What follows belongs to an exercise in optimizing a design on an open flow for small area, a short achievable clock period and few clock cycles; a production flow would make more cautious choices. The RTL was checked by simulation tests, not by an equivalence proof against the original design. Power and IR drop assume default switching activity.

## akarin_riscv
module akarin_riscv(
   input  logic        clk, rst,
   output logic [31:2] ibus_addr,
   output logic [31:0] ibus_dataD,
   input  logic [31:0] ibus_dataQ,
   output logic        ibus_read, ibus_write,
   input  logic        ibus_ready,
   output logic [3:0]  ibus_byteSel,
   output logic        wb_valid,
   output logic [31:2] wb_pc,
   output logic [4:0]  wb_rd,
   output logic [31:0] wb_data
 );
   logic [31:2] fa;
   logic        outst;
   assign ibus_read    = ibus_ready | ~outst;
   assign ibus_addr    = fa;
   assign ibus_write   = 1'b0;
   assign ibus_dataD   = 32'h0;
   assign ibus_byteSel = 4'b1111;
   always_ff @(posedge clk) begin
      if (!rst) begin
         fa    <= 30'h0;
         outst <= 1'b0;
      end else begin
         outst <= 1'b1;
         if (ibus_read) fa <= fa + 30'h1;
      end
   end
   logic [31:0] q;
   logic        isOp, isImm, okOp, okImm, f7ok;
   assign q     = ibus_dataQ;
   assign isOp  = q[6:0] == 7'b0110011;
   assign isImm = q[6:0] == 7'b0010011;
   assign f7ok  = q[31:25] == 7'h00 || q[31:25] == 7'h20;
   assign okOp  = isOp  && (f7ok || (q[14:12] != 3'b000 && q[14:12] != 3'b101));
   assign okImm = isImm && (f7ok || q[14:12] != 3'b101);
   logic [31:0] rfa, rfb;
   logic        v2, w2, fwa2, fwb2, sub2, sra2;
   logic [4:0]  rd2;
   logic [2:0]  f3_2;
   logic [31:0] a2, b2, res;
   RegFile rfu (
      .clk,
      .ra1_i (q[19:15]),
      .ra2_i (q[24:20]),
      .rd1_o (rfa),
      .rd2_o (rfb),
      .we_i  (w2),
      .wa_i  (rd2),
      .wd_i  (res)
   );
   always_ff @(posedge clk) begin
      v2   <= rst & ibus_ready;
      w2   <= rst & ibus_ready & (okOp | okImm) & (q[11:7] != 5'h0);
      rd2  <= q[11:7];
      f3_2 <= q[14:12];
      sub2 <= (q[14:12] == 3'b000) ? (q[5] & q[30]) : (q[14:13] == 2'b01);
      sra2 <= q[30];
      fwa2 <= w2 && rd2 == q[19:15];
      fwb2 <= q[5] && w2 && rd2 == q[24:20];
      a2   <= rfa;
      b2   <= q[5] ? rfb : {{20{q[31]}}, q[31:20]};
   end
   logic [31:0] opa, opb;
   assign opa = fwa2 ? wb_data : a2;
   assign opb = fwb2 ? wb_data : b2;
   ALU exu (
  ...
For scale: roughly 1,100 flip-flops, about 53,000 um2 of cells after synthesis.
==> module akarin_riscv, before the edit <==
module akarin_riscv(
   input  logic        clk, rst,
   output logic [31:2] ibus_addr,
   output logic [31:0] ibus_dataD,
   input  logic [31:0] ibus_dataQ,
   output logic        ibus_read, ibus_write,
   input  logic        ibus_ready,
   output logic [3:0]  ibus_byteSel,
   output logic        wb_valid,
   output logic [31:2] wb_pc,
   output logic [4:0]  wb_rd,
   output logic [31:0] wb_data
 );
   logic [31:2] fa;
   logic        outst;
   assign ibus_read    = ibus_ready | ~outst;
   assign ibus_addr    = fa;
   assign ibus_write   = 1'b0;
   assign ibus_dataD   = 32'h0;
   assign ibus_byteSel = 4'b1111;
   always_ff @(posedge clk) begin
      if (!rst) begin
         fa    <= 30'h0;
         outst <= 1'b0;
      end else begin
         outst <= 1'b1;
         if (ibus_read) fa <= fa + 30'h1;
      end
   end
   logic [31:0] q;
   logic        isOp, isImm, okOp, okImm, f7ok;
   assign q     = ibus_dataQ;
   assign isOp  = q[6:0] == 7'b0110011;
   assign isImm = q[6:0] == 7'b0010011;
   assign f7ok  = q[31:25] == 7'h00 || q[31:25] == 7'h20;
   assign okOp  = isOp  && (f7ok || (q[14:12] != 3'b000 && q[14:12] != 3'b101));
   assign okImm = isImm && (f7ok || q[14:12] != 3'b101);
   logic [31:0] rfa, rfb;
   logic        v2, w2, fwa2, fwb2, sub2, sra2;
   logic [4:0]  rd2;
   logic [2:0]  f3_2;
   logic [31:0] a2, b2, res;
   RegFile rfu (
      .clk,
      .ra1_i (q[19:15]),
      .ra2_i (q[24:20]),
      .rd1_o (rfa),
      .rd2_o (rfb),
      .we_i  (w2),
      .wa_i  (rd2),
      .wd_i  (res)
   );
   always_ff @(posedge clk) begin
      v2   <= rst & ibus_ready;
      w2   <= rst & ibus_ready & (okOp | okImm) & (q[11:7] != 5'h0);
      rd2  <= q[11:7];
      f3_2 <= q[14:12];
      sub2 <= (q[14:12] == 3'b000) ? (q[5] & q[30]) : (q[14:13] == 2'b01);
      sra2 <= q[30];
      fwa2 <= w2 && rd2 == q[19:15];
      fwb2 <= q[5] && w2 && rd2 == q[24:20];
      a2   <= rfa;
      b2   <= q[5] ? rfb : {{20{q[31]}}, q[31:20]};
   end
   logic [31:0] opa, opb;
   assign opa = fwa2 ? wb_data : a2;
   assign opb = fwb2 ? wb_data : b2;
   ALU exu (
      .a_i   (opa),
      .b_i   (opb),
      .f3_i  (f3_2),
      .sub_i (sub2),
      .sra_i (sra2),
      .res_o (res)
   );
   always_ff @(posedge clk) begin
      wb_valid <= rst & w2;
      wb_rd    <= rd2;
      wb_data  <= res;
   end
   assign wb_pc = fa - 30'd2 - {29'h0, v2};
 endmodule
==> flow/config.mk <==
export PLATFORM = sky130hd
export DESIGN_NAME = akarin_riscv
export DESIGN_NICKNAME = akarin_riscv
export VERILOG_FILES = /design/flow/design.v
export SDC_FILE = /design/flow/constraint.sdc
export NUM_CORES = 4
export LEC_CHECK = 0
export CAP_MARGIN = 20
export CORE_MARGIN = 2
export CORE_UTILIZATION = 40
export PLACE_DENSITY = 0.6
export SLEW_MARGIN = 20
==> flow/constraint.sdc <==
create_clock -name core_clock -period 9.0 [get_ports {clk}]
set_input_delay 1.8000 -clock core_clock [delete_from_list [all_inputs] [get_ports {clk}]]
set_output_delay 1.8000 -clock core_clock [all_outputs]
set_load 0.01 [all_outputs]
run.sh (not shown) runs the stock make flow with config.mk's settings and CLKGATE_MAP_FILE= SYNTH_SCRIPT=/design/flow/synth_recipe.tcl, a recipe that flattens the netlist after the stock synthesis.
Testbench counts at the start, summed over its fixed seeds: cycles 42,055.
Change:
--- a/flow/design.v
+++ b/flow/design.v
@@ -96,36 +96,49 @@
    assign isOp  = q[6:0] == 7'b0110011;
    assign isImm = q[6:0] == 7'b0010011;
    assign f7ok  = q[31:25] == 7'h00 || q[31:25] == 7'h20;
    assign okOp  = isOp  && (f7ok || (q[14:12] != 3'b000 && q[14:12] != 3'b101));
    assign okImm = isImm && (f7ok || q[14:12] != 3'b101);
+   logic        v1, w1, imm1;    
+   logic [4:0]  rd1, rs1_1;
+   logic [2:0]  f3_1;
+   logic [11:0] hi1;             
+   always_ff @(posedge clk) begin
+      v1    <= rst & ibus_ready;
+      w1    <= rst & ibus_ready & (okOp | okImm) & (q[11:7] != 5'h0);
+      imm1  <= ~q[5];
+      rd1   <= q[11:7];
+      rs1_1 <= q[19:15];
+      f3_1  <= q[14:12];
+      hi1   <= q[31:20];
+   end
    logic [31:0] rfa, rfb;
    logic        v2, w2, fwa2, fwb2, sub2, sra2;
    logic [4:0]  rd2;
    logic [2:0]  f3_2;
    logic [31:0] a2, b2, res;
    RegFile rfu (
       .clk,
-      .ra1_i (q[19:15]),
-      .ra2_i (q[24:20]),
+      .ra1_i (rs1_1),
+      .ra2_i (hi1[4:0]),
       .rd1_o (rfa),
       .rd2_o (rfb),
       .we_i  (w2),
       .wa_i  (rd2),
       .wd_i  (res)
    );
    always_ff @(posedge clk) begin
-      v2   <= rst & ibus_ready;
-      w2   <= rst & ibus_ready & (okOp | okImm) & (q[11:7] != 5'h0);
-      rd2  <= q[11:7];
-      f3_2 <= q[14:12];
-      sub2 <= (q[14:12] == 3'b000) ? (q[5] & q[30]) : (q[14:13] == 2'b01);
-      sra2 <= q[30];
-      fwa2 <= w2 && rd2 == q[19:15];
-      fwb2 <= q[5] && w2 && rd2 == q[24:20];
+      v2   <= rst & v1;
+      w2   <= rst & w1;
+      rd2  <= rd1;
+      f3_2 <= f3_1;
+      sub2 <= (f3_1 == 3'b000) ? (~imm1 & hi1[10]) : (f3_1[2:1] == 2'b01);
+      sra2 <= hi1[10];
+      fwa2 <= w2 && rd2 == rs1_1;
+      fwb2 <= ~imm1 && w2 && rd2 == hi1[4:0];
       a2   <= rfa;
-      b2   <= q[5] ? rfb : {{20{q[31]}}, q[31:20]};
+      b2   <= imm1 ? {{20{hi1[11]}}, hi1} : rfb;
    end
    logic [31:0] opa, opb;
    assign opa = fwa2 ? wb_data : a2;
    assign opb = fwb2 ? wb_data : b2;
    ALU exu (
@@ -139,7 +152,7 @@
    always_ff @(posedge clk) begin
       wb_valid <= rst & w2;
       wb_rd    <= rd2;
       wb_data  <= res;
    end
-   assign wb_pc = fa - 30'd2 - {29'h0, v2};
+   assign wb_pc = fa - 30'd2 - {29'h0, v1} - {29'h0, v2};
  endmodule
What happened: Via count rose slightly; global-route usage rose by 0.55 points; total power rose slightly; design area rose slightly; sequential share of layout area rose by 0.48 points; routed wire length rose slightly.
Testbench counts after the change, summed over its fixed seeds: cycles 42,063.

[port drivers added, routing unchanged]
No port has a modelled driver above. Below, the same layouts with a new extraction and two added sets of constraints. Step 1 assumes that a clkbuf_16 drives the clock port and a buf_2 every other input. Step 2 times the ports against the registers' clock, not the clock port: input delays grow and output delays shrink by t, the midpoint of the rising clock arrivals with the driver on. a / b / c = no drivers / after step 1 / after step 2; a / b = the first two.
run | t (ns) | setup slack, ns | hold slack, ns | worst slew at a driven data input, ns | pins driven straight from the clock port
the first run | 0.808 | 3.069 / 2.994 / 3.239 | 0.513 / 0.513 / 0.513 | 0.11 | 1
the second run | 0.820 | 2.604 / 2.528 / 3.264 | 0.328 / 0.328 / 0.328 | 0.07 | 1
After both steps setup and hold are still met in every run listed.
